What follows belongs to an exercise in optimizing a design on an open flow for small area; a production flow would make more cautious choices. Only simulation tests tie the RTL to the original design; equivalence was not proved. Power and IR drop assume default switching activity.

run 1:
==> flow/design.v (excerpt) <==
module bmp280_spi_uart_v2005
#(
  parameter CLK_HZ = 50000,
  parameter BAUD   = 5000,
  parameter SCK_HZ = 12500
)(
  input  wire clk,
  input  wire rst_n,
  output wire spi_csn,
  output wire spi_sck,
  output wire spi_mosi,
  input  wire spi_miso,
  output wire uart_tx
);
Size in the first run: roughly 1200 cells after synthesis, roughly 0.013 sq mm of cells after synthesis.
==> flow/config.mk <==
export PLATFORM = sky130hd
export DESIGN_NAME = bmp280_spi_uart_v2005
export DESIGN_NICKNAME = bmp280_spi_uart_v2005
export VERILOG_FILES = /design/flow/design.v
export SDC_FILE = /design/flow/constraint.sdc
export NUM_CORES = 8
export LEC_CHECK = 0
export ABC_AREA = 1
export CAP_MARGIN = 20
export CORE_MARGIN = 2
export CORE_UTILIZATION = 55
export GPL_TIMING_DRIVEN = 0
export PLACE_DENSITY = 0.7
export SLEW_MARGIN = 20
export SYNTH_MEMORY_MAX_BITS = 16384
==> flow/constraint.sdc <==
create_clock -name core_clock -period 1000.0 [get_ports {clk}]
set_input_delay 200.0000 -clock core_clock [delete_from_list [all_inputs] [get_ports {clk}]]
set_output_delay 200.0000 -clock core_clock [all_outputs]
set_load 0.01 [all_outputs]
standard.sh (not shown) runs the stock make flow with config.mk's settings and CLKGATE_MAP_FILE= SYNTH_SCRIPT=/design/flow/synth_recipe.tcl, a recipe that flattens the netlist after the stock synthesis.
==> flow/flow/run.sh <==
#!/bin/bash
# Own layout flow:
#  1. the standard synthesis (standard.sh synth), unchanged;
#  2. its combinational logic re-mapped for area with a stronger ABC script
#     (resynth.ys, opt.abc: ABC's &deepsyn, tried with eight random seeds in
#     parallel, the smallest result kept); every register instance is kept as
#     it is, same name and cell;
#  3. the standard layout from that netlist, with clock tree synthesis
#     using clkbuf_4 clusters and no dummy loads.
# Each tool's output goes to a log file of its own in this folder.
set -euo pipefail
W=$PWD
R=$W/orfs/results/$FLOW_PLATFORM/bmp280_spi_uart_v2005/base
L=$W/orfs/logs/$FLOW_PLATFORM/bmp280_spi_uart_v2005/base
bash standard.sh synth > log_1_standard_synth.txt 2>&1
cp "$R/1_2_yosys.v" "$W/synth_standard.v"
LIB=$FLOW_HOME/platforms/$FLOW_PLATFORM/lib/sky130_fd_sc_hd__tt_025C_1v80.lib
DU=$(grep -o -- '-dont_use [A-Za-z0-9_]*' "$L/1_2_yosys.log" | sort -u | tr '\n' ' ')
YOSYS=$FLOW_HOME/../tools/install/yosys/bin/yosys
[ -x "$YOSYS" ] || YOSYS=yosys
for s in 0 1 2 3 4 5 6 7; do
  sed -e "s|@SEED@|$s|g" flow/opt.abc > "$W/opt_$s.abc"
  sed -e "s|@LIB@|$LIB|g" -e "s|@DU@|$DU|g" -e "s|@IN@|$W/synth_standard.v|g" \
      -e "s|@OUT@|$W/synth_resynth_$s.v|g" -e "s|@ABC@|$W/opt_$s.abc|g" -e "s|@TOP@|$FLOW_TOP|g" \
      flow/resynth.ys > "$W/resynth_run_$s.ys"
  "$YOSYS" -s "$W/resynth_run_$s.ys" > "log_2_resynth_$s.txt" 2>&1 &
done
wait
best=""; bestarea=""
for s in 0 1 2 3 4 5 6 7; do
  a=$(grep 'Chip area' "log_2_resynth_$s.txt" | tail -1 | awk '{print $NF}')
  echo "seed $s area $a" >> log_2_resynth_pick.txt
  if [ -n "$a" ] && [ -s "$W/synth_resynth_$s.v" ]; then
    if [ -z "$best" ] || awk "BEGIN{exit !($a < $bestarea)}"; then best=$s; bestarea=$a; fi
  fi
done
echo "picked seed $best area $bestarea" >> log_2_resynth_pick.txt
cp "$W/synth_resynth_$best.v" "$R/1_2_yosys.v"
rm -f "$R/1_synth.odb" "$R/1_synth.sdc"
bash standard.sh "CTS_ARGS=-sink_clustering_enable -repair_clock_nets -dont_use_dummy_load -buf_list sky130_fd_sc_hd__clkbuf_4 -sink_clustering_size 10 -sink_clustering_max_diameter 35" finish > log_3_standard_layout.txt 2>&1
==> flow/flow/opt.abc <==
&get -n
&deepsyn -T 300 -S @SEED@
&put
dch -f
amap
strash
dch -f
amap
topo
Other scripts of this flow, unchanged in this note and not shown: flow/flow/resynth.ys
Inputs modified between run 1 and run 2:
--- a/flow/flow/run.sh
+++ b/flow/flow/run.sh
@@ -5,2 +5,2 @@
-#     (resynth.ys, opt.abc: ABC's &deepsyn, tried with eight random seeds in
-#     parallel, the smallest result kept); every register instance is kept as
+#     (resynth.ys, opt.abc: ABC's &deepsyn, tried with sixteen random seeds,
+#     eight at a time, the smallest result kept); every register instance is kept as
@@ -21,6 +21,9 @@
-for s in 0 1 2 3 4 5 6 7; do
-  sed -e "s|@SEED@|$s|g" flow/opt.abc > "$W/opt_$s.abc"
-  sed -e "s|@LIB@|$LIB|g" -e "s|@DU@|$DU|g" -e "s|@IN@|$W/synth_standard.v|g" \
-      -e "s|@OUT@|$W/synth_resynth_$s.v|g" -e "s|@ABC@|$W/opt_$s.abc|g" -e "s|@TOP@|$FLOW_TOP|g" \
-      flow/resynth.ys > "$W/resynth_run_$s.ys"
-  "$YOSYS" -s "$W/resynth_run_$s.ys" > "log_2_resynth_$s.txt" 2>&1 &
+for batch in "0 1 2 3 4 5 6 7" "8 9 10 11 12 13 14 15"; do
+  for s in $batch; do
+    sed -e "s|@SEED@|$s|g" flow/opt.abc > "$W/opt_$s.abc"
+    sed -e "s|@LIB@|$LIB|g" -e "s|@DU@|$DU|g" -e "s|@IN@|$W/synth_standard.v|g" \
+        -e "s|@OUT@|$W/synth_resynth_$s.v|g" -e "s|@ABC@|$W/opt_$s.abc|g" -e "s|@TOP@|$FLOW_TOP|g" \
+        flow/resynth.ys > "$W/resynth_run_$s.ys"
+    "$YOSYS" -s "$W/resynth_run_$s.ys" > "log_2_resynth_$s.txt" 2>&1 &
+  done
+  wait
@@ -28 +30,0 @@
-wait
@@ -30 +32 @@
-for s in 0 1 2 3 4 5 6 7; do
+for s in $(seq 0 15); do
### Flow results
- Comparing run 1 and run 2, half-perimeter wire length after placement is higher on run 1.
- Compared run 2 against run 1; overall via count from detail_route within noise.
- The multi-input logic portion of the cell area of run 2 falls short of that of run 1 by 0.27 points.
- Run 1 -> run 2: area enclosed by the die boundary flat
- Looking only at fmax, and setting everything else aside, the lower value of run 1 and run 2 goes to run 2.
- Cell count: run 2 higher than run 1
- The mean instance size in the synthesized netlist of run 1 and that of run 2 are within noise of each other.
- Between run 2 and run 1, the share of total power consumed by net switching does not differ in any meaningful way.
- Changes observed in run 2 relative to run 1: area overhead of the layout relative to synthesis comparable; cell area after layout neither gained nor lost much; total power after layout neither gained nor lost much.
diff inputs: run 2 => run 3
--- a/flow/flow/run.sh
+++ b/flow/flow/run.sh
@@ -5,2 +5,2 @@
-#     (resynth.ys, opt.abc: ABC's &deepsyn, tried with sixteen random seeds,
-#     eight at a time, the smallest result kept); every register instance is kept as
+#     (resynth.ys, opt.abc: ABC's &deepsyn, tried with four random seeds in
+#     parallel, the smallest result kept); every register instance is kept as
@@ -21,9 +21,6 @@
-for batch in "0 1 2 3 4 5 6 7" "8 9 10 11 12 13 14 15"; do
-  for s in $batch; do
-    sed -e "s|@SEED@|$s|g" flow/opt.abc > "$W/opt_$s.abc"
-    sed -e "s|@LIB@|$LIB|g" -e "s|@DU@|$DU|g" -e "s|@IN@|$W/synth_standard.v|g" \
-        -e "s|@OUT@|$W/synth_resynth_$s.v|g" -e "s|@ABC@|$W/opt_$s.abc|g" -e "s|@TOP@|$FLOW_TOP|g" \
-        flow/resynth.ys > "$W/resynth_run_$s.ys"
-    "$YOSYS" -s "$W/resynth_run_$s.ys" > "log_2_resynth_$s.txt" 2>&1 &
-  done
-  wait
+for s in 0; do
+  sed -e "s|@SEED@|$s|g" flow/opt.abc > "$W/opt_$s.abc"
+  sed -e "s|@LIB@|$LIB|g" -e "s|@DU@|$DU|g" -e "s|@IN@|$W/synth_standard.v|g" \
+      -e "s|@OUT@|$W/synth_resynth_$s.v|g" -e "s|@ABC@|$W/opt_$s.abc|g" -e "s|@TOP@|$FLOW_TOP|g" \
+      flow/resynth.ys > "$W/resynth_run_$s.ys"
+  "$YOSYS" -s "$W/resynth_run_$s.ys" > "log_2_resynth_$s.txt" 2>&1 &
@@ -30,0 +28 @@
+wait
@@ -32 +30 @@
-for s in $(seq 0 15); do
+for s in 0; do
@@ -42 +40 @@
-bash standard.sh "CTS_ARGS=-sink_clustering_enable -repair_clock_nets -dont_use_dummy_load -buf_list sky130_fd_sc_hd__clkbuf_4 -sink_clustering_size 10 -sink_clustering_max_diameter 35" finish > log_3_standard_layout.txt 2>&1
+bash standard.sh "CTS_ARGS=-sink_clustering_enable -repair_clock_nets -dont_use_dummy_load -buf_list sky130_fd_sc_hd__clkbuf_4 -sink_clustering_size 11 -sink_clustering_max_diameter 40" finish > log_3_standard_layout.txt 2>&1
--- a/flow/flow/opt.abc
+++ b/flow/flow/opt.abc
@@ -2 +2 @@
-&deepsyn -T 300 -S @SEED@
+&deepsyn -T 300 -S 0
[summary]
Run 2 → run 3: placed cell count up about 1.6%; multi-input combinational area share up 0.73 points; transition at the pin with the smallest max-transition slack down 0.079 ns.
Maximum clock frequency, run 3 vs run 2: up slightly
pc[0]$_DFFE_PN0N_ as the launch point of the worst path was reported by run 2, and pc[1]$_DFFE_PN0N_ by run 3.
Height of the die up about 0.4% in run 3 wrt run 2
| final instance area | run 3 vs run 2 | 0.50% higher |
--- input diff run 3..run 4 ---
--- a/flow/flow/run.sh
+++ b/flow/flow/run.sh
@@ -21 +21 @@
-for s in 0; do
+for s in 0 1 2 3; do
@@ -30 +30 @@
-for s in 0; do
+for s in 0 1 2 3; do
@@ -40 +40 @@
-bash standard.sh "CTS_ARGS=-sink_clustering_enable -repair_clock_nets -dont_use_dummy_load -buf_list sky130_fd_sc_hd__clkbuf_4 -sink_clustering_size 11 -sink_clustering_max_diameter 40" finish > log_3_standard_layout.txt 2>&1
+bash standard.sh "CTS_ARGS=-sink_clustering_enable -repair_clock_nets -dont_use_dummy_load -buf_list sky130_fd_sc_hd__clkbuf_4 -sink_clustering_size 10 -sink_clustering_max_diameter 35" finish > log_3_standard_layout.txt 2>&1
--- a/flow/flow/opt.abc
+++ b/flow/flow/opt.abc
@@ -2 +2 @@
-&deepsyn -T 300 -S 0
+&deepsyn -T 300 -S @SEED@
==> results.txt <==
No stage failed in run 4, and the final checks on the layout all came back clean.
On length of routed met2 wiring, the higher figure sits with run 3, not run 4.
Min area overhead of the layout relative to synthesis across run 4 and run 3: run 3
Lower power per cell area goes to run 3 over run 4.
Higher gate count of the mapped netlist goes to run 3 over run 4.
Higher critical path depth among run 4 and run 3: run 3
The design area in run 4 sits about 0.3% below the value recorded for run 3.
The post-route total power in run 4 sits 0.48% above the value recorded for run 3.
Against run 3, worst setup slack in run 4 came out better.
Diff run 3 -> run 4 | number of standard cells in the final layout excluding fillers | decrease of 0.38%

-- static timing again, ports no longer ideal --
No port has a modelled driver above. Below, the same layouts with a new extraction and two added sets of constraints.
Step 1 assumes that a clkbuf_16 drives the clock port and a buf_2 every other input.
Step 2 times the ports against the registers' clock, not the clock port: input delays grow and output delays shrink by t, the midpoint of the rising clock arrivals with the driver on.
Slacks: ideal / step 1 / step 2; pairs: ideal / step 1.
| run | t, ns | setup slack, ns | hold WS [ns] | worst setup path after step 2 | worst register clock-pin slew, ns |
|---|---|---|---|---|---|
| run 1 | 0.715 | 793.592 / 793.550 / 794.264 | 0.296 / 0.296 / 0.296 | register to output | 0.10 / 0.10 |
| run 2 | 0.720 | 792.036 / 791.992 / 792.711 | 0.298 / 0.298 / 0.298 | register to output | 0.10 / 0.10 |
| run 3 | 0.693 | 792.864 / 792.822 / 793.514 | 0.267 / 0.267 / 0.267 | register to output | 0.11 / 0.11 |
| run 4 | 0.718 | 793.974 / 793.934 / 794.652 | 0.309 / 0.309 / 0.309 | register to output | 0.10 / 0.10 |
After both steps setup and hold are still met in every run listed.
